From an optimization exercise on the open Yosys and OpenROAD flow, aimed at small area; shortcuts taken in it are not production practice.
The RTL of this run was laid out without a check of its function.
Power is estimated from default activity; no workload was simulated.

[flow/design.v]
module alu #(parameter WIDTH=32)(
input          [3:0]    alu_cntr,
input signed   [WIDTH-1:0]    a, b,
output         o_flag,
output         z_flag,
output reg     [WIDTH-1:0] alu_result);
wire [WIDTH-1:0] unsigned_in_a = $unsigned(a);
wire [WIDTH-1:0] unsigned_in_b = $unsigned(b);
reg slt_reg;
assign z_flag = (alu_result == 0)? 1'b1:1'b0;
assign o_flag = (alu_cntr[2:0] == 3'b100)? slt_reg : 1'b0;
always@(*)
begin
alu_result <= 0;
slt_reg <= 0;
case(alu_cntr[3])
1'b0:  
   begin
   if (alu_cntr[2:0] == 3'b100)
   begin
      alu_result <= unsigned_in_a - unsigned_in_b;
      slt_reg <= (unsigned_in_a < unsigned_in_b);  
   end
   end
1'b1:  
   begin 
   case(alu_cntr[2:0])
      3'b000:  alu_result <= a + b;
      3'b001: alu_result <= a & b;
      3'b010:  alu_result <= a ^ b;
      3'b011:  alu_result <= a | b;
      3'b100:  begin 
         alu_result <= a - b;
         slt_reg <= (a < b);
         end
      3'b101:  alu_result <= a << unsigned_in_b;
      3'b110:  alu_result <= a >> unsigned_in_b;
      3'b111:  alu_result <= a >>> unsigned_in_b;
      default: alu_result <= 0;
   endcase
   end
default: alu_result <= 0;
endcase
end
endmodule
module exe #(parameter WIDTH=32)(
input wire clk,
input wire rstn,
input wire exe_wait,
input wire [31:0] imm,
input wire [1:0]  alu_b,
input wire [1:0]  alu_a,
input wire [3:0]  alu_cntr,
input wire [31:0] reg_source1,reg_source2,
input wire [31:0] pc_id2exe,
input wire [2:0]  branch_cntr,
input wire [1:0]  memtoreg_id2exe,
input wire [2:0]  ld_cntr_id2exe,
input wire [1:0]  st_cntr_id2exe,
input wire        reg_write_id2exe,
input wire [4:0]  wr_addr_id2exe,
input wire [6:0]  opcode_id2exe,
output reg [31:0] alu_result,
output reg [1:0]  memtoreg_exe2lsu,
output reg [2:0]  ld_cntr_exe2lsu,
output reg [1:0]  st_cntr_exe2lsu,
output reg [31:0] reg_source2_exe2lsu,
output reg [4:0]  wr_addr_exe2lsu,
output reg [6:0]  opcode_exe2lsu,
output reg reg_write_exe2lsu,
output reg ov_flag, 
output reg pcbranch,
output z_flag
);
reg  stall1;
reg  stall2;
wire overflow;
wire [31:0] result;
always@(posedge clk or negedge rstn)
begin
if(~rstn) begin
   stall1 <= 0;
   stall2 <= 0;
   memtoreg_exe2lsu <= 0;
   ld_cntr_exe2lsu <=  0;
   st_cntr_exe2lsu <= 0;
   ov_flag <= 0;
   alu_result <= 0;
   reg_source2_exe2lsu <= 0;
   reg_write_exe2lsu <= 0;
   wr_addr_exe2lsu <= 0;
   opcode_exe2lsu <= 0;
   reg_write_exe2lsu <= 0;
end
else begin
if (exe_wait|stall1)
  begin
   reg_write_exe2lsu <= 0;
   st_cntr_exe2lsu <= 0;
   if (stall1!=1) stall1 <= 1;
   else
   begin 
      if (stall2!=1) stall2 <= 1;
      else
      begin
         stall1 <= 0;
         stall2 <= 0;
      end
   end   
  end
else
  begin
   stall1 <= 0;
   stall2 <= 0;
   memtoreg_exe2lsu <= memtoreg_id2exe;
   ld_cntr_exe2lsu <=  ld_cntr_id2exe;
   st_cntr_exe2lsu <= st_cntr_id2exe;
   ov_flag <= overflow;
   alu_result <= result;
   reg_source2_exe2lsu <= reg_source2;
   reg_write_exe2lsu <= reg_write_id2exe;
   wr_addr_exe2lsu <= wr_addr_id2exe;
   opcode_exe2lsu <= opcode_id2exe;
  end
end
end
reg [31:0]b;
always@(*)
begin
if (~rstn) b <= 0;
else begin
case(alu_b)
   2'b00: b <= reg_source2;
   2'b01: b <= reg_source2 & 32'h0000001F;
   2'b10: b <= imm;
   2'b11: b <= 32'h00000004;
   default: b <= reg_source2;
endcase
end
end
reg [31:0]a;
always@(*)
begin
if (~rstn) a <= 0;
else begin
case(alu_a)
   2'b01: a <= 32'h00000000;
   2'b10: a <= pc_id2exe;
   2'b11: a <= reg_source1;
   default: a <= reg_source1;
endcase 
end
end
alu #(   .WIDTH(WIDTH)
) 
alu_inst(   .alu_cntr(alu_cntr),
      .a(a),
      .b(b),
      .o_flag(overflow),
      .z_flag(z_flag),
      .alu_result(result)
);
always@(posedge clk or negedge rstn)
begin
if (~rstn) pcbranch <= 0;
else begin
   case(branch_cntr)
   3'b001:     pcbranch <= ({overflow,z_flag}==2'b01)? 1'b1:1'b0;  
   3'b010:     pcbranch <= (z_flag == 1'b0)? 1'b1:1'b0;      
   3'b011:     pcbranch <= ({overflow,z_flag} == 2'b10)? 1'b1:1'b0;   
   3'b100:     pcbranch <= (overflow ==1'b0)? 1'b1:1'b0;     
   default: pcbranch <= 1'b0; 
   endcase
end
end
endmodule
module idecode(
input wire clk,
input wire rstn,
input wire ide_wait,
input wire [31:0] instr,
input wire [31:0] pc_if2id,
input wire [4:0]  wr_addr,
input wire [6:0]  opcode,
output reg [1:0]  memtoreg_id2exe,
output reg [1:0]  st_cntr_id2exe,
output reg [2:0]  ld_cntr_id2exe,
output reg [1:0]  alu_a,
output reg [1:0]  alu_b,
output reg [3:0]  alu_cntr,
output reg [31:0] imm,
output reg [2:0]  branch_cntr,
output reg [31:0] pc_id2exe,
output reg [4:0]  wr_addr_id2exe,
output reg [6:0]  opcode_id2exe,
output reg reg_write,
output reg jal, jalr
);
wire [31:0]Uimm = {instr[31:12],{12{1'b0}}};
wire [31:0]Iimm = {{20{instr[31]}},instr[31:20]};
wire [31:0]SBimm = {{20{instr[31]}},instr[7],instr[30:25],instr[11:8],1'b0};
wire [31:0]UJimm = {{12{instr[31]}},instr[19:12],instr[20],instr[30:25],instr[24:21],1'b0};
wire [31:0]Simm = {{20{instr[31]}}, instr[31:25],instr[11:7]};
wire [31:0]Shiftimm = {{27{1'b0}},Iimm[4:0]};
always@(posedge clk or negedge rstn)
begin
if(~rstn) begin
{reg_write,memtoreg_id2exe,st_cntr_id2exe,ld_cntr_id2exe,alu_a,alu_b,alu_cntr,imm,branch_cntr,jal,jalr} <= 52'd0;
pc_id2exe <= 32'h0;
wr_addr_id2exe <= 5'h0;
opcode_id2exe <= 7'h0;
end
else begin
if (ide_wait=== 1)  
begin
   jal<=0;
   jalr<=0;
   branch_cntr <= 3'b000;
end
else begin
case(instr[6:0])
   7'b0000011:  
         begin 
         {reg_write,memtoreg_id2exe,alu_a,alu_b,branch_cntr,jal,jalr,alu_cntr} <= 16'b1111110000001000;
         st_cntr_id2exe <= 2'b00;
         case(instr[14:12])
            3'b010:  ld_cntr_id2exe <= 3'b000;
            3'b001: ld_cntr_id2exe <= 3'b001;
            3'b000: ld_cntr_id2exe <= 3'b010;
            3'b101:  ld_cntr_id2exe <= 3'b011;
            3'b100:  ld_cntr_id2exe <= 3'b100;
         endcase
         imm <= Iimm;
         end
   7'b0100011:  
         begin
         {reg_write,memtoreg_id2exe,alu_a,alu_b,branch_cntr,jal,jalr,alu_cntr} <= 16'b0001110000001000;
         ld_cntr_id2exe <= 3'b000;
         case(instr[14:12])
            3'b010: st_cntr_id2exe <= 2'b01;
            3'b001: st_cntr_id2exe <= 2'b10;
            3'b000: st_cntr_id2exe <= 2'b11;
            default: st_cntr_id2exe <= 2'b00; 
         endcase
         imm <= Simm;   
         end
   7'b0110111:  
         begin
         {reg_write,memtoreg_id2exe,alu_a,alu_b,branch_cntr,jal,jalr,alu_cntr} <= 16'b1010110000001000;
         st_cntr_id2exe <= 2'b00;
         ld_cntr_id2exe <= 3'b000;
         imm <= Uimm; 
         end
   7'b0010111:  
         begin
         {reg_write,memtoreg_id2exe,alu_a,alu_b,branch_cntr,jal,jalr,alu_cntr} <= 16'b1011010000001000;
         st_cntr_id2exe <= 2'b00;
         ld_cntr_id2exe <= 3'b000; 
         imm <= Uimm;
         end
   7'b0110011:  
         begin
         {reg_write,branch_cntr,jal,jalr} <= 6'b100000;
         st_cntr_id2exe <= 2'b00;
         ld_cntr_id2exe <= 3'b000;
         case(instr[14:12])
            3'b111:   
               begin
               {memtoreg_id2exe,alu_a,alu_b,alu_cntr} <= 10'b0111001001;
               end
            3'b110:   
               begin
               {memtoreg_id2exe,alu_a,alu_b,alu_cntr} <= 10'b0111001011;
               end
            3'b100:   
               begin
               {memtoreg_id2exe,alu_a,alu_b,alu_cntr} <= 10'b0111001010;
               end 
            3'b000:   
               begin
               {memtoreg_id2exe,alu_a,alu_b} <= 6'b011100;
               case(instr[30])
                  1'b1: alu_cntr <= 4'b1100;
                  default: alu_cntr <= 4'b1000;
               endcase
               end
            3'b010:   
               begin
               {memtoreg_id2exe,alu_a,alu_b,alu_cntr} <= 10'b1011001100;
               end
            3'b011:   
               begin
               {memtoreg_id2exe,alu_a,alu_b,alu_cntr} <= 10'b1011000100;
               end
            3'b001:   
               begin
               {memtoreg_id2exe,alu_a,alu_b,alu_cntr} <= 10'b0111011101;
               end
            3'b101:   
               begin
               {memtoreg_id2exe,alu_a,alu_b} <= 6'b011101;
               case(instr[30])
                  1'b0: alu_cntr <= 4'b1110;
                  default: alu_cntr <= 4'b1111;
               endcase
               end
            default:begin
               {memtoreg_id2exe,alu_a,alu_b,alu_cntr} <= 10'b0111001000;
               end
         endcase
         end
   7'b0010011:  
         begin
            {reg_write,branch_cntr,jal,jalr} <= 6'b100000;
            st_cntr_id2exe <= 2'b00;
            ld_cntr_id2exe <= 3'b000;
            case(instr[14:12])
            3'b111:   
               begin
               {memtoreg_id2exe,alu_a,alu_b,alu_cntr} <= 10'b0111101001;
               imm <= Iimm;
               end
            3'b110:   
               begin
               {memtoreg_id2exe,alu_a,alu_b,alu_cntr} <= 10'b0111101011;
               imm <= Iimm;
               end
            3'b100:   
               begin
               {memtoreg_id2exe,alu_a,alu_b,alu_cntr} <= 10'b0111101010;
               imm <= Iimm;
               end 
            3'b000:   
               begin
               {memtoreg_id2exe,alu_a,alu_b,alu_cntr} <= 10'b0111101000;
               imm <= Iimm;
               end
            3'b010:   
               begin
               {memtoreg_id2exe,alu_a,alu_b,alu_cntr} <= 10'b1011101100;
               imm <= Iimm;
               end
            3'b011:   
               begin
               {memtoreg_id2exe,alu_a,alu_b,alu_cntr} <= 10'b1011100100;
               imm <= Iimm;
               end
            3'b001:   
               begin
               {memtoreg_id2exe,alu_a,alu_b,alu_cntr} <= 10'b0111101101;
               imm <= Shiftimm;
               end
            3'b101:   
               begin
               {memtoreg_id2exe,alu_a,alu_b} <= 6'b011110;
               case(instr[30])
                  1'b0: alu_cntr <= 4'b1110;
                  default: alu_cntr <= 4'b1111;
               endcase
               imm <= Shiftimm;
               end
            default:begin
               {memtoreg_id2exe,alu_a,alu_b,alu_cntr} <= 10'b0111101000;
               imm <= Iimm;
               end
            endcase
         end
   7'b1100011:  
         begin
         {reg_write,memtoreg_id2exe,jal,jalr,alu_a,alu_b} <= 9'b001001100;
         st_cntr_id2exe <= 2'b00;
         ld_cntr_id2exe <= 3'b000;
         imm <= SBimm;
         case(instr[14:12])
            3'b000:   
               begin
               alu_cntr <= 4'b1100;
               branch_cntr <= 3'b001;
               end
            3'b001:   
               begin
               alu_cntr <= 4'b1100;
               branch_cntr <= 3'b010;
               end
            3'b100:  
               begin
               alu_cntr <= 4'b1100;
               branch_cntr <= 3'b011;
               end
            3'b101:  
               begin
               alu_cntr <= 4'b1100;
               branch_cntr <= 3'b100;
               end
            3'b110:  
               begin
               alu_cntr <= 4'b0100;
               branch_cntr <= 3'b011;
               end
            3'b111:   
               begin
               alu_cntr <= 4'b0100;
               branch_cntr <= 3'b100;
               end
         endcase
         end
   7'b1101111:  
         begin
         {reg_write,memtoreg_id2exe,alu_a,alu_b,branch_cntr,jal,jalr,alu_cntr} <= 16'b1011011000101000;
         st_cntr_id2exe <= 2'b00;
         ld_cntr_id2exe <= 3'b000; 
         imm <= UJimm;
         end
   7'b1100111:  
         begin
         {reg_write,memtoreg_id2exe,alu_a,alu_b,branch_cntr,jal,jalr,alu_cntr} <= 16'b1011011000111000;
         st_cntr_id2exe <= 2'b00;
         ld_cntr_id2exe <= 3'b000; 
         imm <= Iimm;
         end
   default: {reg_write,memtoreg_id2exe,st_cntr_id2exe,ld_cntr_id2exe,alu_a,alu_b,alu_cntr,imm,branch_cntr,jal,jalr} <= 52'd0;
endcase
pc_id2exe <= pc_if2id;
wr_addr_id2exe <= wr_addr;
opcode_id2exe <= opcode;
end
end  
end
endmodule
module ifetch(
input wire clk,
input wire rstn,
input wire [31:0] rs1,
input wire [31:0] imm,
input wire [31:0] instr_in,
input wire [31:0] bpu_addr,
input wire [2:0]  branch_cntr,
input wire bpu_branch,
input wire jal,jalr,pcbranch, 
output ide_wait,
output exe_wait,
output [31:0] pc_if2bpu,
output [31:0] instr_addr_o,
output reg [31:0] instr_reg,
output reg [31:0] pc_if2id
);
reg branch_encountered;
reg cpu_wait;
reg branch_predicted;
reg branch_predicted_d1;
reg branch_predicted_d2;
reg [31:0] pc_prev1,pc_prev2,pc_prev3;
wire branchcnt = branch_cntr[0]| branch_cntr[1]|branch_cntr[2];
wire pc_error = jal|jalr|(pcbranch^branch_predicted_d2)|(branchcnt^branch_predicted_d1)|branch_encountered; 
assign exe_wait = (pcbranch==0 & branch_predicted_d2==1)? 1'b1:1'b0; 
wire [31:0] t1;
wire [31:0] t2;
wire [31:0] t3;
wire [31:0] t4;
wire [31:0] pc_nxt;
reg  [31:0] pc;
reg [31:0] pc_next1;
assign instr_addr_o = pc;
assign ide_wait = pc_error|cpu_wait;
assign pc_if2bpu = pc;
assign t1 = (jalr===1)? rs1 : pc-8;
assign t2 = t1 + imm;
assign t3 = (jalr===1)? t2 &(32'hFFFFFFFE) : t2;
assign t4 = pc+4;
assign pc_nxt = (pcbranch==1 && branch_predicted_d2==0 )? pc_next1 : (jal===1)? t3:t4 ;
always@(posedge clk or negedge rstn)
begin
if (~rstn)  
begin
 pc <= 0;
 pc_if2id <= 0;
 pc_next1 <= 0;
 instr_reg <= 0;
 cpu_wait <= 0;
 branch_encountered <= 0;
 branch_predicted <= 0;
 branch_predicted_d1 <= 0;
 branch_predicted_d2 <= 0;
end
else
begin
   if(branchcnt !=0 && branch_predicted_d1==0)
   begin
   pc_next1 <= t2;
   branch_encountered<=1;
        end
   if(exe_wait==1)
   begin
      pc <= pc_prev3 + 4;
      branch_predicted <= 0;
      branch_predicted_d1 <= 0;
      branch_predicted_d2 <= 0;
   end
   else
   begin
      if (bpu_branch)
      begin
         pc <= bpu_addr;
         branch_predicted <= 1;
      end
      else if(pcbranch==0 && branch_encountered==1)
      begin
         pc<= t1;
            branch_encountered<=0;
      end
      else if (pcbranch ==1 && branch_encountered==1)
      begin
         branch_encountered<=0;
               pc<=pc_nxt;
         end
         else
      begin
            pc<= pc_nxt;
         branch_predicted <= 0;
      end
      branch_predicted_d1 <= branch_predicted;
      branch_predicted_d2 <= branch_predicted_d1;
   end
pc_prev1 <= pc;
pc_prev2 <= pc_prev1;
pc_prev3 <= pc_prev2;
if (pc_error !==1)
  begin
   instr_reg <= instr_in;
        pc_if2id <= pc;
   cpu_wait<= 0;
  end
else
   cpu_wait<=1;
end
end
endmodule
module lsu(
input clk,
input rstn,
input [31:0] alu_out_exe2lsu,
input [1:0]  memtoreg,
input [2:0]  ld_cntr,
input [1:0]  st_cntr,
input [31:0] datamem_rd_in,
input [31:0] datamem_wr_in,
input [4:0]   wr_addr_exe2lsu,
input alu_ov_flag_exe2lsu,
input reg_write_exe2lsu,
output reg [3:0]  dmem_wr,
output reg [31:0] reg_wrdata,
output reg [31:0] datamem_wr_o,
output reg [4:0]  wr_addr_lsu2reg,
output reg reg_write_lsu2reg,
output [31:0]   data_addr
);
assign data_addr = alu_out_exe2lsu;
wire [1:0]b_pos = alu_out_exe2lsu[1:0];
always@(*)
begin
if (~rstn) begin
reg_write_lsu2reg <= 0;
wr_addr_lsu2reg <= 0;
end
else begin
reg_write_lsu2reg <= reg_write_exe2lsu;
wr_addr_lsu2reg <= wr_addr_exe2lsu;
end
end
always@(*)
begin
if (~rstn) reg_wrdata <= 0;
else begin
case (memtoreg)
   2'b01:   reg_wrdata <= alu_out_exe2lsu;
   2'b10:   reg_wrdata <= {{30{1'b0}}, alu_ov_flag_exe2lsu};
   2'b11:   case(ld_cntr)
         3'b000:  reg_wrdata <= datamem_rd_in;
         3'b001:  reg_wrdata <= {{16{datamem_rd_in[15]}},datamem_rd_in[15:0]};
         3'b010: reg_wrdata <= {{24{datamem_rd_in[7]}},datamem_rd_in[7:0]};
         3'b011:  reg_wrdata <= {{16{1'b0}},datamem_rd_in[15:0]};
         3'b100:  reg_wrdata <= {{24{1'b0}},datamem_rd_in[7:0]};
         default: reg_wrdata <= datamem_rd_in;
         endcase
   default: reg_wrdata <= alu_out_exe2lsu;
endcase
end
end
always@(*)
begin
if (~rstn) dmem_wr <= 0;
else begin
case(st_cntr)
   2'b00:   dmem_wr <= 4'b0000;
   2'b01:   dmem_wr <= 4'b1111;
   2'b10:   case (b_pos)
      2'b00:   dmem_wr <= 4'b0011;
      2'b10:   dmem_wr <= 4'b1100;
      default: dmem_wr <= 4'b0011;
      endcase
   2'b11:   case (b_pos)
      2'b00:   dmem_wr <= 4'b0001;
      2'b01:   dmem_wr <= 4'b0010;
      2'b10:   dmem_wr <= 4'b0100;
      2'b11:   dmem_wr <= 4'b1000;
      default: dmem_wr <= 4'b0001;
      endcase
   default: dmem_wr <= 4'b0000;
endcase
end
end
always@(*)
begin
if (~rstn) datamem_wr_o <= 0;
else datamem_wr_o <= datamem_wr_in << (b_pos*8);
end
endmodule
module registers(
input clk,
input rstn,
input write,
input [4:0] rs1_addr,
input [4:0] rs2_addr,
input [4:0] w_addr,
input [31:0]  w_data,
output reg [31:0] rs1_out_id2exe,
output reg [31:0] rs2_out_id2exe
);
reg[31:0] reg_arr[0:31];
wire [31:0] rs1_out = reg_arr[rs1_addr]; 
wire [31:0] rs2_out = reg_arr[rs2_addr];
integer i;
always @(posedge clk)
begin
 rs1_out_id2exe <= rs1_out;
 rs2_out_id2exe <= rs2_out;
end
always @(posedge clk or negedge rstn)
begin
 if(~rstn)
   begin
     for(i = 0;i<32;i = i+1)
         reg_arr[i] <= 0;
   end
 else if(write)
    begin
	 i = 0;  
    if (w_addr != 0)
           reg_arr[w_addr] <= w_data;
         end
end
endmodule
module datahazard(
input wire clk,
input wire rstn,
input wire [4:0]  rs1_addr,
input wire [4:0]  rs2_addr,
input wire [4:0]  wr_addr_id2exe, 
input wire [4:0]  wr_addr_lsu2reg,
input wire        reg_wr1,
input wire        reg_wr2,
input wire [1:0]  St_cntr,
input wire [31:0] ALU_result,
input wire [31:0] memtoreg_data,
input wire [6:0]  opcode,
output reg [1:0]  rs1_hazard,
output reg [1:0]  rs2_hazard,
output reg [31:0] memtoreg_data_DH,
output reg store_load_hazard  
);
wire [1:0]  rs1_haz,rs2_haz;
reg  [1:0]  St_cntr_reg;
reg  [31:0] ALU_result_reg;
wire store_load_haz;
assign store_load_haz = ((|St_cntr_reg) & (ALU_result_reg == ALU_result) & (opcode == 7'b0000011));
assign rs1_haz = ((rs1_addr != 0) && (rs1_addr == wr_addr_id2exe) && reg_wr1) ? 2'b01 : (((rs1_addr != 0) && (rs1_addr == wr_addr_lsu2reg) && reg_wr2) == 1  ? 2'b10 : 2'b00) ;
assign rs2_haz = ((rs2_addr != 0) && (rs2_addr == wr_addr_id2exe) && reg_wr1) ? 2'b01 : (((rs2_addr != 0) && (rs2_addr == wr_addr_lsu2reg) && reg_wr2) == 1  ? 2'b10 : 2'b00) ;
always @(posedge clk or negedge rstn) begin
if (~rstn) begin
rs1_hazard <= 0;
rs2_hazard <= 0;
memtoreg_data_DH <= 0;
store_load_hazard <= 0;
St_cntr_reg <= 0;
ALU_result_reg <= 0;
end
else begin
rs1_hazard <= rs1_haz;
rs2_hazard <= rs2_haz;
memtoreg_data_DH <= memtoreg_data;
store_load_hazard <= store_load_haz;
St_cntr_reg <= St_cntr;
ALU_result_reg <= ALU_result;
end
end
endmodule
module forwarding(
input clk,
input rstn,
input wire [31:0] memtoreg_data,
input wire [31:0] memtoreg_data_d,
input wire [1:0]  rs1_hazard,
input wire [1:0]  rs2_hazard,
input wire [31:0] alu_result,
input wire [31:0] rs1,
input wire [31:0] rs2,
input wire        store_load_hazard,
input wire [31:0] store_value,
output reg [31:0] rs1_fwd2exe,
output reg [31:0] rs2_fwd2exe,
output reg [31:0] w_data
);
wire [1:0] rs1_haz, rs2_haz;
reg  [31:0] store_value_reg;
always @(*)
begin 
if (~rstn) begin 
   rs1_fwd2exe <= 0;
   rs2_fwd2exe <= 0;
   w_data <= 0;
end
else begin
case (rs1_hazard)
   2'b00: rs1_fwd2exe <= rs1;
   2'b01: rs1_fwd2exe <= alu_result;
   2'b10: rs1_fwd2exe <= memtoreg_data_d;
   default: rs1_fwd2exe <= 32'h00000000;
endcase  
case (rs2_hazard)
   2'b00: rs2_fwd2exe <= rs2;
   2'b01: rs2_fwd2exe <= alu_result;
   2'b10: rs2_fwd2exe <= memtoreg_data_d;
   default: rs2_fwd2exe <= 32'h00000000;
endcase  
case(store_load_hazard)
   1'b0: w_data <= memtoreg_data; 
   1'b1: w_data <= store_value_reg; 
   default: w_data <= 32'h00000000;
endcase
end
end
always @(posedge clk or negedge rstn)
begin
if(~rstn) begin
store_value_reg <= 32'h00000000;
end
else begin
store_value_reg <= store_value;
end
end
endmodule
module BranchHistoryRegister #(parameter REGSIZE=2)(
input  clk,
input  rstn,
input  bhr_en,
input  bhr_in,
output reg [REGSIZE-1:0] bhr_out 
);
always@(posedge clk or negedge rstn)
begin
if(~rstn)
  bhr_out <= 0;
else 
  begin
    if(bhr_en)
       bhr_out <= {bhr_in, bhr_out[REGSIZE-1:1]};
    else
       bhr_out <= bhr_out;
  end
end
endmodule
module PatternHistoryTable #(parameter REGSIZE=2)(
input wire clk,
input wire rstn,
input wire en,
input wire pcbranch,
input wire [REGSIZE-1:0] pattern_addr,
output [1:0]count
);
reg [1:0] hist_table [2**REGSIZE-1:0];
integer i;
assign count = hist_table[pattern_addr];
always@(posedge clk or negedge rstn) 
begin
  if(~rstn)
  begin
    for(i = 0;i<2**REGSIZE;i = i+1) 
   hist_table[i]<=2'b01;
  end
  else
  begin
  i=0;  
    if(en)
    begin
      if (pcbranch==1)
      begin
        if(hist_table[pattern_addr] ==2'b00 || hist_table[pattern_addr] ==2'b01|| hist_table[pattern_addr]==2'b10)
      hist_table[pattern_addr] <= hist_table[pattern_addr] + 2'b01;
      end
      else if (pcbranch==0)
      begin
        if(hist_table[pattern_addr] ==2'b01 || hist_table[pattern_addr] ==2'b10 || hist_table[pattern_addr]==2'b11)
      hist_table[pattern_addr] <= hist_table[pattern_addr] - 2'b01;
      end
     end
  end
end
endmodule
module BranchTargetBuffer #(parameter BLOCKSIZE = 4)(
input       clk,
input       rstn,
input [31:0]pc,
input [31:0]pc_id2exe,
input [31:0]imm,
input        en,
output       hit,
output reg[31:0]addr_out
);
reg [31:0] pc_arr[0:BLOCKSIZE-1];
reg [31:0] addr_arr[0:BLOCKSIZE-1];
reg hit_reg;
integer i;
integer j;
reg [1:0] wr_pos; 
assign hit = hit_reg & rstn;
always@(*)
begin
   hit_reg = 0;
   addr_out = 32'b0;  
   for(j = 0;j<BLOCKSIZE;j = j+1)
   begin
      if(pc == pc_arr[j])
           begin
         addr_out = addr_arr[j];
              hit_reg = 1;
           end            
   end
end
always@(posedge clk or negedge rstn) 
begin
   if(~rstn)
   begin
          wr_pos <= 0;    
          for(i = 0;i<BLOCKSIZE;i = i+1)
          begin
             pc_arr[i] <= 32'b00000000;
             addr_arr[i] <= 32'b00000000;
          end
        end
   else
   begin
	   i=0;  
      if(en)
      begin
        pc_arr[wr_pos] <= pc_id2exe;
        addr_arr[wr_pos] <= pc_id2exe+imm;
        wr_pos <= wr_pos + 1'b1;
      end 
   end
end
endmodule
module BranchPrediction (
input wire clk,
input wire rstn,
input wire pcbranch,
input wire [31:0] pc,
input wire [31:0] pc_id2exe,
input wire [31:0] imm,
input wire [2:0]  branch_cntr,
output br_taken_reg,
output [31:0] target_address_reg
);
parameter BLOCKSIZE = 4;
parameter REGSIZE   = 2;
wire hit;
reg  hit_d1;
reg  hit_d2;
wire [31:0] addr_out;
wire [REGSIZE-1:0] bhr_out;
wire [1:0] count;
wire bp_reg_wr;
reg  branch_cntr_d;
wire br_taken;
wire [31:0] target_address;
wire btb_wr;
assign br_taken = (hit & count[1]);
assign br_taken_reg = br_taken;
assign target_address_reg = target_address;
always@(posedge clk or negedge rstn)
begin
  if(~rstn)
  begin
    hit_d1 <= 0;
    hit_d2 <= 0;
    branch_cntr_d <= 0 ;
  end
  else
  begin
   hit_d1 <= hit;
   hit_d2 <= hit_d1;
   branch_cntr_d <= (|branch_cntr) ;  
  end 
end
assign btb_wr = (~hit_d2  & (|branch_cntr));
assign bp_reg_wr = branch_cntr_d;
BranchTargetBuffer #( .BLOCKSIZE(BLOCKSIZE) ) 
btb(
.clk       (clk),
.rstn      (rstn),
.pc        (pc),
.pc_id2exe (pc_id2exe),
.imm       (imm),
.en        (btb_wr),
.hit       (hit),
.addr_out  (target_address) 
);
BranchHistoryRegister #( .REGSIZE(REGSIZE) ) 
bhr(
.clk     (clk),
.rstn    (rstn),
.bhr_en  (bp_reg_wr),
.bhr_in  (pcbranch),
.bhr_out (bhr_out)
);
PatternHistoryTable #( .REGSIZE(REGSIZE) ) 
pht(
.clk          (clk),
.rstn         (rstn),
.en           (bp_reg_wr),
.pcbranch     (pcbranch),
.pattern_addr (bhr_out),
.count        (count)        
);
endmodule
module riscv32b(
input clk,
input rstn,
input  [31:0] instr_in,
input  [31:0] data_in,
output [31:0] data_addr,
output [3:0]  datamem_wr,
output [31:0] instr_addr,
output [7:0]  data_out0,
output [7:0]  data_out1,
output [7:0]  data_out2,
output [7:0]  data_out3
);
wire [31:0]instr;
wire [6:0] opcode = instr[6:0];
wire [6:0] opcode_id2exe;
wire [6:0] opcode_exe2lsu;
wire [4:0] rs1_addr = instr[19:15];
wire [4:0] rs2_addr = instr[24:20];
wire [4:0] wr_addr = instr[11:7];
wire [4:0] wr_addr_id2exe;
wire [4:0] wr_addr_exe2lsu;
wire [4:0] wr_addr_lsu2reg;
wire [31:0]data_out;
assign data_out0 = data_out[7:0];
assign data_out1 = data_out[15:8];
assign data_out2 = data_out[23:16];
assign data_out3 = data_out[31:24];
wire [31:0] memtoreg_data;
wire [31:0] rs1;
wire [31:0] rs2;
wire [31:0] rs2_exe2lsu;
wire reg_wr1, reg_wr2;
wire reg_wr;
wire [31:0] alu_result;
wire alu_ov_flag;
wire alu_z_flag;
wire [31:0] imm_data;
wire pcbranch;
wire [31:0] pc;
wire [31:0] pc_if2id;
wire [31:0] pc_id2exe;
wire ide_wait;
wire exe_wait;
wire jal;
wire jalr;
wire [1:0] mem_to_reg;
wire [1:0] mem_to_reg2;
wire [1:0] st_cntr;
wire [2:0] ld_cntr;
wire [1:0] st_cntr2;
wire [2:0] ld_cntr2;
wire [1:0] alu_a;
wire [1:0] alu_b;
wire [3:0] alu_cntr;
wire [2:0] branch_cntr;
wire br_taken;
wire [31:0]target_addr;
wire [31:0] w_data;
wire [1:0]  rs1_hazard;
wire [1:0]  rs2_hazard;
wire [31:0] rs1_fwd2exe;
wire [31:0] rs2_fwd2exe;
wire [31:0] result;
wire [31:0] memtoreg_data_DH;
wire store_load_hazard;
registers regset(
.clk            (clk),
.rstn           (rstn),
.write          (reg_wr2),
.rs1_addr       (rs1_addr),
.rs2_addr       (rs2_addr),
.w_addr         (wr_addr_lsu2reg),
.w_data         (w_data),
.rs1_out_id2exe (rs1),
.rs2_out_id2exe (rs2)
);
ifetch fetchunit(
.clk           (clk),
.rstn          (rstn),
.instr_addr_o  (instr_addr),
.rs1           (rs1),
.imm           (imm_data),
.jal           (jal),
.jalr          (jalr),
.pcbranch      (pcbranch),
.instr_in      (instr_in),
.instr_reg     (instr),
.ide_wait      (ide_wait),
.exe_wait      (exe_wait),
.pc_if2id      (pc_if2id),
.pc_if2bpu     (pc),
.branch_cntr   (branch_cntr),
.bpu_branch    (br_taken),
.bpu_addr      (target_addr)
);
idecode decodeunit(
.clk            (clk),
.rstn           (rstn),
.ide_wait       (ide_wait),
.instr          (instr),
.pc_if2id       (pc_if2id),
.wr_addr        (wr_addr),
.reg_write      (reg_wr),
.memtoreg_id2exe(mem_to_reg),
.opcode         (opcode),
.st_cntr_id2exe (st_cntr),
.ld_cntr_id2exe (ld_cntr),
.alu_a          (alu_a),
.alu_b          (alu_b),
.alu_cntr       (alu_cntr),
.imm            (imm_data),
.branch_cntr    (branch_cntr),
.jal            (jal),
.jalr           (jalr),
.pc_id2exe      (pc_id2exe),
.wr_addr_id2exe (wr_addr_id2exe),
.opcode_id2exe  (opcode_id2exe)
);
exe   exeunit(
.clk        (clk),
.rstn       (rstn),
.opcode_id2exe       (opcode_id2exe),
.opcode_exe2lsu      (opcode_exe2lsu),
.exe_wait            (exe_wait),
.imm                 (imm_data),
.alu_b               (alu_b),
.alu_a               (alu_a),
.alu_cntr            (alu_cntr),
.reg_source1         (rs1_fwd2exe),
.reg_source2         (rs2_fwd2exe),
.pc_id2exe           (pc_id2exe),
.branch_cntr         (branch_cntr),
.memtoreg_id2exe     (mem_to_reg),
.ld_cntr_id2exe      (ld_cntr),
.st_cntr_id2exe      (st_cntr),
.reg_write_id2exe    (reg_wr),
.wr_addr_id2exe      (wr_addr_id2exe),
.alu_result          (alu_result),
.ov_flag             (alu_ov_flag),
.z_flag              (alu_z_flag),
.pcbranch            (pcbranch),
.memtoreg_exe2lsu    (mem_to_reg2),
.ld_cntr_exe2lsu     (ld_cntr2),
.st_cntr_exe2lsu     (st_cntr2),
.reg_source2_exe2lsu (rs2_exe2lsu),
.reg_write_exe2lsu   (reg_wr1),
.wr_addr_exe2lsu     (wr_addr_exe2lsu)
);
lsu lsuunit(
.clk        (clk),
.rstn	    (rstn),
.alu_out_exe2lsu     (alu_result),
.alu_ov_flag_exe2lsu (alu_ov_flag),
.data_addr           (data_addr),
.memtoreg            (mem_to_reg2),
.dmem_wr             (datamem_wr),
.reg_wrdata          (memtoreg_data),
.ld_cntr             (ld_cntr2),
.st_cntr             (st_cntr2),
.datamem_wr_in       (rs2_exe2lsu),
.datamem_wr_o        (data_out),
.datamem_rd_in       (data_in),
.reg_write_exe2lsu   (reg_wr1),
.reg_write_lsu2reg   (reg_wr2),
.wr_addr_exe2lsu     (wr_addr_exe2lsu),
.wr_addr_lsu2reg     (wr_addr_lsu2reg)
);
datahazard datahardunit(
.clk               (clk),
.rstn              (rstn),
.rs1_addr          (rs1_addr),
.rs2_addr          (rs2_addr),
.wr_addr_id2exe    (wr_addr_id2exe),
.wr_addr_lsu2reg   (wr_addr_lsu2reg),
.reg_wr1           (reg_wr),
.reg_wr2           (reg_wr2),
.St_cntr           (st_cntr2),
.ALU_result        (alu_result),
.opcode            (opcode_exe2lsu),
.rs1_hazard        (rs1_hazard),
.rs2_hazard        (rs2_hazard),
.memtoreg_data     (memtoreg_data),
.memtoreg_data_DH  (memtoreg_data_DH),
.store_load_hazard (store_load_hazard)
);
forwarding forwardingunit(
.clk               (clk),
.rstn              (rstn),
.memtoreg_data     (memtoreg_data),
.memtoreg_data_d   (memtoreg_data_DH),
.rs1_hazard        (rs1_hazard),
.rs2_hazard        (rs2_hazard),
.alu_result        (alu_result),
.rs1               (rs1),
.rs2               (rs2),
.store_load_hazard (store_load_hazard),
.store_value       (rs2_exe2lsu),
.w_data            (w_data),
.rs1_fwd2exe       (rs1_fwd2exe),
.rs2_fwd2exe       (rs2_fwd2exe)
);
BranchPrediction bpu(
.clk                (clk),
.rstn               (rstn),
.pcbranch           (pcbranch),
.pc                 (pc),
.pc_id2exe          (pc_id2exe),
.imm                (imm_data),
.branch_cntr        (branch_cntr),
.br_taken_reg       (br_taken),
.target_address_reg (target_addr)
);
endmodule
[flow/run.sh]
#!/bin/bash
# synth_recipe.tcl (not shown) runs the flow's synth.tcl, then flattens the netlist and writes it again
# the make line also repeats each setting of config.mk as NAME=value (left out here)
make -C /OpenROAD-flow-scripts/flow DESIGN_CONFIG=/design/flow/config.mk WORK_HOME=/design/flow/orfs CLKGATE_MAP_FILE= SYNTH_SCRIPT=/design/flow/synth_recipe.tcl finish
[flow/constraint.sdc]
create_clock -name core_clock -period 10.0 [get_ports {clk}]
set_input_delay 2.0000 -clock core_clock [delete_from_list [all_inputs] [get_ports {clk}]]
set_output_delay 2.0000 -clock core_clock [all_outputs]
set_load 0.01 [all_outputs]
[flow/config.mk]
export PLATFORM = sky130hd
export DESIGN_NAME = riscv32b
export DESIGN_NICKNAME = riscv32b
export VERILOG_FILES = /design/flow/design.v
export SDC_FILE = /design/flow/constraint.sdc
export NUM_CORES = 8
export LEC_CHECK = 0
export CAP_MARGIN = 20
export CORE_MARGIN = 2
export CORE_UTILIZATION = 40
export SLEW_MARGIN = 20
==> results.txt <==
- Ports: 166
- Mapped Area: 0.0978 sq mm
- Vias in the first global route: 89,200
- Min cycle time layout: 7.95 ns
- Gate power share: 33.9%
- Largest regs: regset.reg_arr: 992 flops, bpu.btb.addr_arr: 128 flops, bpu.btb.pc_arr: 128 flops
- Half-perimeter wire length after placement: 330,000 um
- Overall power: 27.1 mW
- Clk Tree Root Cell: clkbuf_16
- DIE AREA: 0.249 sq mm
- Synth top cells by count: 2,313 x nand2_1, 1,680 x dfrtp_1, 1,409 x o21ai_0, 797 x clkbuf_1, 542 x a22oi_1
- Net count, final: 10,900
- Crit path from: decodeunit.alu_a[1]$_DFFE_PN0P_
- # H-tree levels: 4
- # hold bufs at CTS: 0
- Setup crit start kind: register
- PwrDens: 246 mW/mm^2
- Vias per std cell: 6.77
- Yosys cell types: 105
- Cells after synthesis: 10,900
- GPL Wtd Cong: 1.01
- Req. time, crit path: 10.73 ns
- Synth top area cells: dfrtp_1 43%, nand2_1 8.9%, o21ai_0 7.2%
- Gr usage total: 40.7%
- Number of setup buffers added after CTS: 0
- Yosys warns: 16
- Worst-margin pin slew: 1.31 ns
- DRT Pass-1 Iters: 15
- Area after DPL: 0.103 sq mm
- Final Max Tran Viols: 0
- R2R Setup Slk: 2.05 ns
- Post-synth ARST share: 91.3%
- Die W: 499 um
- Die height: 499 um
- Sw Pwr: 11.5 mW
- FMAX: 126 MHz
- Congestion Overflow GR: 0
- Initial antenna violation count: 42
- Syn avg cell area: 8.96 sq um
- Top_reg_cell synth: dfrtp_1
- Skew-Pair Late Insertion Delay: 0.91 ns
- CTS Buffer Depth: 3
- P&R area growth vs syn: 12.8%
- Port Buffers: 165
- Core ar.: 0.243 sq mm
- Worst-path maximum fanout: 35
- Hold Crit Class: reg2reg
- Crit. End Element: register
- Register bit count reported by yosys: 1,844
- DRC: 0
- Number of flops mapped to enable cells by yosys: 96
- Max VDD drop: 171 uV
- Clock power share: 29.6%
- Final Hold Viols: 0
- Hold slack: 0.359 ns
- Final setup vio count: 0
- Tcrit/Tclk final: 79.5%
- Initial Utilization: 40.2%
- WL final: 521,000 um
- MaxCap Viol Count: 0
- DRT iter0 DRCs: 16,100
- Hold Crit Start: bpu.hit_d1$_DFF_PN0_
- Hold EP: bpu.hit_d2$_DFF_PN0_
- Largest register FFs: 992
- Wire per inst: 36.9 um
- CP arrival: 8.68 ns
- Post-CTS sizing: 0
- CTS Sinks: 1,844
- Top cell type by total area after synthesis: dfrtp_1
- Seq pwr share: 36.5%
- CTS tree: yes
- Sw Ratio: 42.2%
- Post-DRT Antenna Nets: 0
- RSZ-0062 raised after global routing: false
- Worst Hold Path Cells: 0
- Sequential-to-total area share from yosys stat: 47.3%
- First-pass GRT wire length: 718,000 um
- Status: no timing/DRC/antenna violations
- Final Non-Filler Cells: 14,100
- Share of layout cells above drive strength 1: 9.03%
- TritonCTS buffer count: 199
- Pleak: 47.5 nW
- Maximum number of pins on one net before global-route repair: 178
- Cells after DPL: 13,700
- Slew headroom: 12.4%
- Worst reg2reg startpoint: decodeunit.alu_a[1]$_DFFE_PN0P_
- Count leader, synth: nand2_1
- FF-to-FF End: exeunit.pcbranch$_DFF_PN0_
- Design area: 0.110 sq mm
- Critical path class: reg2reg
- Worst Skew: 0.0935 ns
- DR vias: 95,400
- Setup TNS Final: 0 ns
- Mapped Nets: 11,200
- Most flops, register: regset.reg_arr
- Clock transition at the registers of the reported paths: 0.07 ns
- Synth top area share: 43.0%
- Internal: 15.7 mW
- Cell row count: 181
- Worst reg2reg path depth: 21
==> layer usage <==
metal	part of all wire [%]	track usage, %	wire (um)	vias up
met5	0.029	0.502	149	-
li1	-	-	-	38900
met4	8.6	28.6	44800	22
met2	42	58.6	217000	7422
met1	38	51.4	195000	46800
met3	12	13.2	63500	2227
==> power groups by stage <==
stage | clock network, mW | logic (mW) | registers (mW)
2_1_floorplan | 0 | 4.93 | 9.18
3_3_place_gp | 0 | 8.77 | 9.95
3_5_place_dp | 0 | 8.79 | 9.98
4_1_cts | 8.06 | 8.83 | 9.84
5_1_grt | 8.35 | 9.50 | 9.94
6_report | 8.03 | 9.21 | 9.90
==> metrics by stage <==
step	util [%]	setup WS, ns
floorplan	-	1.86
global placement	42.4	1.53
detailed placement	42.4	1.61
CTS	45.3	2.26
global route	45.3	1.61
finish	45.4	2.05
==> kinds of logic (layout without fill, tap and decap cells) <==
| logic type | Yosys count | after routing | share of synthesized area [%] |
|---|---|---|---|
| AND/OR/NAND/NOR | 3716 | 3716 | 16.6 |
| XOR/XNOR | 344 | 344 | 3.08 |
| AO/OA/AOI/OAI | 3440 | 3440 | 23.1 |
| buffers and inverters | 1094 | 1039 | 4.31 |
| multiplexers | 308 | 308 | 3.36 |
| flip-flops | 1844 | 1844 | 47.3 |
| other | 0 | 26 | 0 |
| adder cells (fa/ha/maj) | 175 | 175 | 2.27 |
==> critical path: stages, from the launching register on <==
cell and delay [ns]:
dfrtp_1 0.38, ha_1 0.71, buf_4 0.44, nor2b_1 0.15, a22o_1 0.20, o21ai_1 0.61, inv_1 0.15, ha_1 0.52
nor2_1 0.09, a221oi_1 0.60, a21oi_1 0.23, o31ai_1 0.67, o211ai_1 0.34, a311oi_1 0.45, or2_2 0.24, o21ai_0 0.16
o41ai_1 0.67, o221a_2 0.30, o21ai_0 0.12, nor4_1 0.47, a21oi_1 0.12, nand3b_1 0.19
==> worst max path at each step <==
stage               depth (start not counted)  slack [ns]                          to
floorplan                                  28        1.86  exeunit.pcbranch$_DFF_PN0_
global placement                           19        1.53  exeunit.pcbranch$_DFF_PN0_
detailed placement                         19        1.61  exeunit.pcbranch$_DFF_PN0_
CTS                                        21        2.26  exeunit.pcbranch$_DFF_PN0_
global route                               21        1.61  exeunit.pcbranch$_DFF_PN0_
finish                                     21        2.05  exeunit.pcbranch$_DFF_PN0_
==> placed cells by master, fill, tap and decap left out, types with 132 or more instances in the layout <==
cell / Yosys / routed
nand2_1: 2313 / 2274
dfrtp_1: 1680 / 1670
o21ai_0: 1409 / 1407
a22oi_1: 542 / 542
nor2_1: 406 / 344
buf_4: 3 / 307
a21oi_1: 293 / 293
nand3_1: 252 / 252
a22o_1: 236 / 236
clkbuf_16: 0 / 203
xnor2_1: 202 / 201
a221oi_1: 194 / 194
inv_1: 177 / 176
mux2i_1: 173 / 173
nand4_1: 169 / 169
ha_1: 170 / 167
o211ai_1: 165 / 165
clkdlybuf4s50_1: 0 / 164
xor2_1: 142 / 142
mux2_2: 132 / 132
==> layout make-up <==
cell class / instances / area, sq um
fill: 23400 / 133000
multi-input combinational: 7983 / 48000
sequential: 1844 / 46300
clock buffer: 263 / 5610
timing repair buffer: 482 / 4160
tap: 3202 / 4010
clock inverter: 114 / 1490
inverter: 180 / 676
antenna: 26 / 65.1

## afterwards: timing with drivers on the ports
Ports are ideal in the flow. The routed layout listed here was re-timed in OpenROAD.
Step 1, drivers: a clkbuf_16 drives clk and a buf_2 each remaining input, both assumed.
Step 2 also shifts input and output timing later by t, the mid clock arrival at the registers, as if the neighbouring blocks saw the same clock.
Slacks: ideal / step 1 / step 2; pairs: ideal / step 1.
shift t [ns]: 0.966
slack for setup (ns): 2.053 / 2.053 / 1.227
latest minus earliest clock arrival (ns): 0.120 / 0.120
slew at the worst register clock pin (ns): 0.07 / 0.07
cell pins on the clock port's net: 1
After both steps this run still meets setup and hold. For this run, drivers alone change the setup slack by 0.000 ns; drivers and shift together by -0.826 ns.
